Background: an optimization exercise with open tools, aiming at small area. Do not read the settings as production practice. In this exercise RTL edits were held to simulation tests only and were not proved equivalent to the original. Power is estimated from default activity; no workload was simulated.

==> flow/design.v <==
module sur(
    input        CLK,
    input        rst,
    input        EN_sur,
    input        ECHO1,
    input        ECHO2,
    input        ECHO3,
    input        ECHO4,
    input        ECHO5,
    output       TRIG1,
    output       TRIG2,
    output       TRIG3,
    output       TRIG4,
    output       TRIG5,
    output       SG90,
    output [3:0] dig,
    output [6:0] seg,
    output [3:0] dis
);
reg [12:0] tc;
reg        trig;
wire tc_end = tc[12] & tc[9] & tc[8] & tc[7] & tc[3];    
wire tc_low = ~|tc[12:1];                                 
always @(posedge CLK)
begin
    trig <= ~EN_sur & tc_low;
    if (rst)
        tc <= 0;
    else if (!EN_sur)
        tc <= tc_end ? 13'd0 : tc + 13'd1;
end
assign TRIG1 = trig;
assign TRIG2 = trig;
assign TRIG3 = trig;
assign TRIG4 = trig;
assign TRIG5 = trig;
reg [12:0] fc;
wire clr = fc[12] & fc[9] & fc[8] & fc[7] & fc[3];      
always @(posedge CLK)
    if (rst | clr)
        fc <= 0;
    else
        fc <= fc + 13'd1;
wire [4:0] echo = {ECHO5, ECHO4, ECHO3, ECHO2, ECHO1};
reg  [3:0] q [0:4];
reg  [4:0] r [0:4];
reg  [4:0] far;                   
integer i;
always @(posedge CLK)
    for (i = 0; i < 5; i = i + 1)
        if (rst | clr) begin
            q[i]   <= 0;
            r[i]   <= 0;
            far[i] <= 0;
        end else if (echo[i]) begin
            if (r[i] >= 5'd24) begin
                r[i] <= r[i] - 5'd24;
                q[i] <= q[i] + 4'd1;
            end else
                r[i] <= r[i] + 5'd5;
            if (q[i] == 4'd10 && r[i] == 5'd0)
                far[i] <= 1'b1;
        end
reg [2:0] min;
reg [3:0] dreg;
wire four = (echo == 5'b11110) | (echo == 5'b11101) | (echo == 5'b11011) |
            (echo == 5'b10111) | (echo == 5'b01111);
wire all_far = &far;
wire [3:0] qsel = ({4{~ECHO1}} & q[0]) | ({4{~ECHO2}} & q[1]) | ({4{~ECHO3}} & q[2]) |
                  ({4{~ECHO4}} & q[3]) | ({4{~ECHO5}} & q[4]);
wire [2:0] nsel = ~ECHO1 ? 3'd1 : ~ECHO2 ? 3'd2 : ~ECHO3 ? 3'd3 : ~ECHO4 ? 3'd4 : 3'd5;
always @(posedge CLK)
    if (rst) begin
        min  <= 0;
        dreg <= 0;
    end else if (four) begin
        min  <= all_far ? 3'd0 : nsel;
        dreg <= all_far ? 4'd0 : qsel;
    end else if (clr)
        min  <= 0;
assign dis = dreg;
reg [10:0] dc;
reg        ph;
wire dc_end = dc[10] & dc[9] & dc[8] & dc[7] & dc[6] & dc[4];   
always @(posedge CLK)
    if (rst) begin
        dc <= 0;
        ph <= 0;
    end else if (dc_end) begin
        dc <= 0;
        ph <= ~ph;
    end else
        dc <= dc + 11'd1;
wire ce20 = dc_end & ~ph;
reg [2:0] pw;
always @(posedge CLK)
    if (rst)
        pw <= 0;
    else if (ce20)
        pw <= min;
reg [9:0] pc;
reg       sg;
wire pc_end = pc[9] & pc[8] & pc[7] & pc[6] & pc[5] & pc[3];    
reg below;
always @*
    case (pw)
        3'd1: below = pc < 10'd40;
        3'd2: below = pc < 10'd60;
        3'd3: below = pc < 10'd80;
        3'd4: below = pc < 10'd100;
        3'd5: below = pc < 10'd120;
        default: below = 1'b0;
    endcase
always @(posedge CLK)
begin
    if (rst | pc_end)
        pc <= 0;
    else
        pc <= pc + 10'd1;
    if (!pc_end)
        sg <= below;
end
assign SG90 = sg;
reg [3:0] dd;
reg       ph2;
reg [3:0] data;
always @(posedge CLK)
begin
    if (rst) begin
        dd  <= 0;
        ph2 <= 0;
    end else begin
        dd  <= dreg;
        ph2 <= ~ph2;
    end
    data <= ph2 ? {3'd0, dd >= 4'd10} : (dd >= 4'd10 ? dd - 4'd10 : dd);
end
assign dig = {2'b00, ~ph2, ph2};
reg [6:0] sg7;
always @*
    case (data)
        4'd0: sg7 = 7'b1111110;
        4'd1: sg7 = 7'b0110000;
        4'd2: sg7 = 7'b1101101;
        4'd3: sg7 = 7'b1111001;
        4'd4: sg7 = 7'b0110011;
        4'd5: sg7 = 7'b1011011;
        4'd6: sg7 = 7'b1011111;
        4'd7: sg7 = 7'b1110000;
        4'd8: sg7 = 7'b1111111;
        4'd9: sg7 = 7'b1111011;
        default: sg7 = 7'b1111110;
    endcase
assign seg = sg7;
endmodule
clock: 25.0 ns
lec_check: 0
cap_margin: 20
core_margin: 2
core_utilization: 40
cts_buf_list: sky130_fd_sc_hd__clkbuf_4
cts_cluster_diameter: 100
cts_cluster_size: 30
slew_margin: 20
run.sh (not shown) runs the stock make flow with config.mk's settings and CLKGATE_MAP_FILE= SYNTH_SCRIPT=/design/flow/synth_recipe.tcl, a recipe that flattens the netlist after the stock synthesis.
Rerun with:
--- a/flow/design.v
+++ b/flow/design.v
@@ -16,52 +16,53 @@
     output [3:0] dig,
     output [6:0] seg,
     output [3:0] dis
 );
 reg [12:0] tc;
 reg        trig;
-wire tc_end = tc[12] & tc[9] & tc[8] & tc[7] & tc[3];    
-wire tc_low = ~|tc[12:1];                                 
+wire tc_end = ~tc[12] & tc[11] & tc[10] & ~tc[9] & ~tc[7] & tc[4] & ~tc[3] & ~tc[2] & ~tc[1] & ~tc[0];
+wire tc_low = ~|tc[12:1];
 always @(posedge CLK)
 begin
     trig <= ~EN_sur & tc_low;
     if (rst)
         tc <= 0;
     else if (!EN_sur)
-        tc <= tc_end ? 13'd0 : tc + 13'd1;
+        tc <= tc_end ? 13'd0 : {tc[11:0], ~(tc[12] ^ tc[5])};
 end
 assign TRIG1 = trig;
 assign TRIG2 = trig;
 assign TRIG3 = trig;
 assign TRIG4 = trig;
 assign TRIG5 = trig;
+localparam [12:0] FC0 = 13'b0011001111010;
 reg [12:0] fc;
-wire clr = fc[12] & fc[9] & fc[8] & fc[7] & fc[3];      
+wire clr = ~fc[11] & ~fc[9] & ~fc[7] & ~fc[5] & fc[4] & ~fc[3] & fc[2] & ~fc[1] & fc[0];
 always @(posedge CLK)
     if (rst | clr)
-        fc <= 0;
+        fc <= FC0;
     else
-        fc <= fc + 13'd1;
+        fc <= {fc[11:0], ~(fc[12] ^ fc[2])};
+localparam [31:0] R_FB = 32'h0072ff8d;    
+localparam [31:0] R_CY = 32'h0000aa11;    
 wire [4:0] echo = {ECHO5, ECHO4, ECHO3, ECHO2, ECHO1};
 reg  [3:0] q [0:4];
 reg  [4:0] r [0:4];
 reg  [4:0] far;                   
 integer i;
 always @(posedge CLK)
     for (i = 0; i < 5; i = i + 1)
         if (rst | clr) begin
             q[i]   <= 0;
-            r[i]   <= 0;
+            r[i]   <= 5'b11111;
             far[i] <= 0;
         end else if (echo[i]) begin
-            if (r[i] >= 5'd24) begin
-                r[i] <= r[i] - 5'd24;
+            r[i] <= {r[i][3:0], R_FB[r[i]]};
+            if (R_CY[r[i]])
                 q[i] <= q[i] + 4'd1;
-            end else
-                r[i] <= r[i] + 5'd5;
-            if (q[i] == 4'd10 && r[i] == 5'd0)
+            if (q[i] == 4'd10 && r[i] == 5'b11111)
                 far[i] <= 1'b1;
         end
 reg [2:0] min;
 reg [3:0] dreg;
 wire four = (echo == 5'b11110) | (echo == 5'b11101) | (echo == 5'b11011) |
             (echo == 5'b10111) | (echo == 5'b01111);
@@ -76,24 +77,25 @@
     end else if (four) begin
         min  <= all_far ? 3'd0 : nsel;
         dreg <= all_far ? 4'd0 : qsel;
     end else if (clr)
         min  <= 0;
 assign dis = dreg;
+localparam [10:0] DC0 = 11'b10001101000;
 reg [10:0] dc;
 reg        ph;
-wire dc_end = dc[10] & dc[9] & dc[8] & dc[7] & dc[6] & dc[4];   
+wire dc_end = dc[9] & dc[7] & dc[6] & dc[5] & dc[4] & dc[3] & dc[2] & dc[1] & dc[0];
 always @(posedge CLK)
     if (rst) begin
-        dc <= 0;
+        dc <= DC0;
         ph <= 0;
     end else if (dc_end) begin
-        dc <= 0;
+        dc <= DC0;
         ph <= ~ph;
     end else
-        dc <= dc + 11'd1;
+        dc <= {dc[9:0], ~(dc[10] ^ dc[1])};
 wire ce20 = dc_end & ~ph;
 reg [2:0] pw;
 always @(posedge CLK)
     if (rst)
         pw <= 0;
     else if (ce20)
Worst setup slack improves by 0.0043 ns.
First-iteration DRC count goes down by 32%.
Utilization goes down by 0.20 points.
Die area goes down by 8.3%.
Routed wire length goes down by 13%.
Design area goes down by 9.1%.
Cell count goes down by 11%.
Total power goes down by 6.7%.
Synthesized area goes down by 8.6%.
Worst hold slack degrades by 0.021 ns.
Clock power goes down by 13%.
Register-to-register slack hardly moves.
Combinational power goes down by 17%.

static timing again, ports no longer ideal:
The results above use ideal ports. As a check the final layouts listed here were re-extracted and re-timed, cells and wires unchanged. Step 1 sets driving cells, clkbuf_16 on the clock port and buf_2 on the other inputs (assumed; they add their load-dependent delay and slew). Step 2 also shifts input and output timing later by t, the mid clock arrival at the registers, as if the neighbouring blocks saw the same clock. a / b / c = no drivers / after step 1 / after step 2; a / b = the first two.
run	t, ns	setup slack, ns	cell pins on the clock port's net
the first run	0.528	17.854 / 17.823 / 17.827	1
the second run	0.569	17.858 / 17.824 / 17.889	1
After both steps setup and hold are still met in every run listed. The setup slack of the first run, which loses most, moves by -0.031 ns with the drivers and by -0.027 ns with both steps.
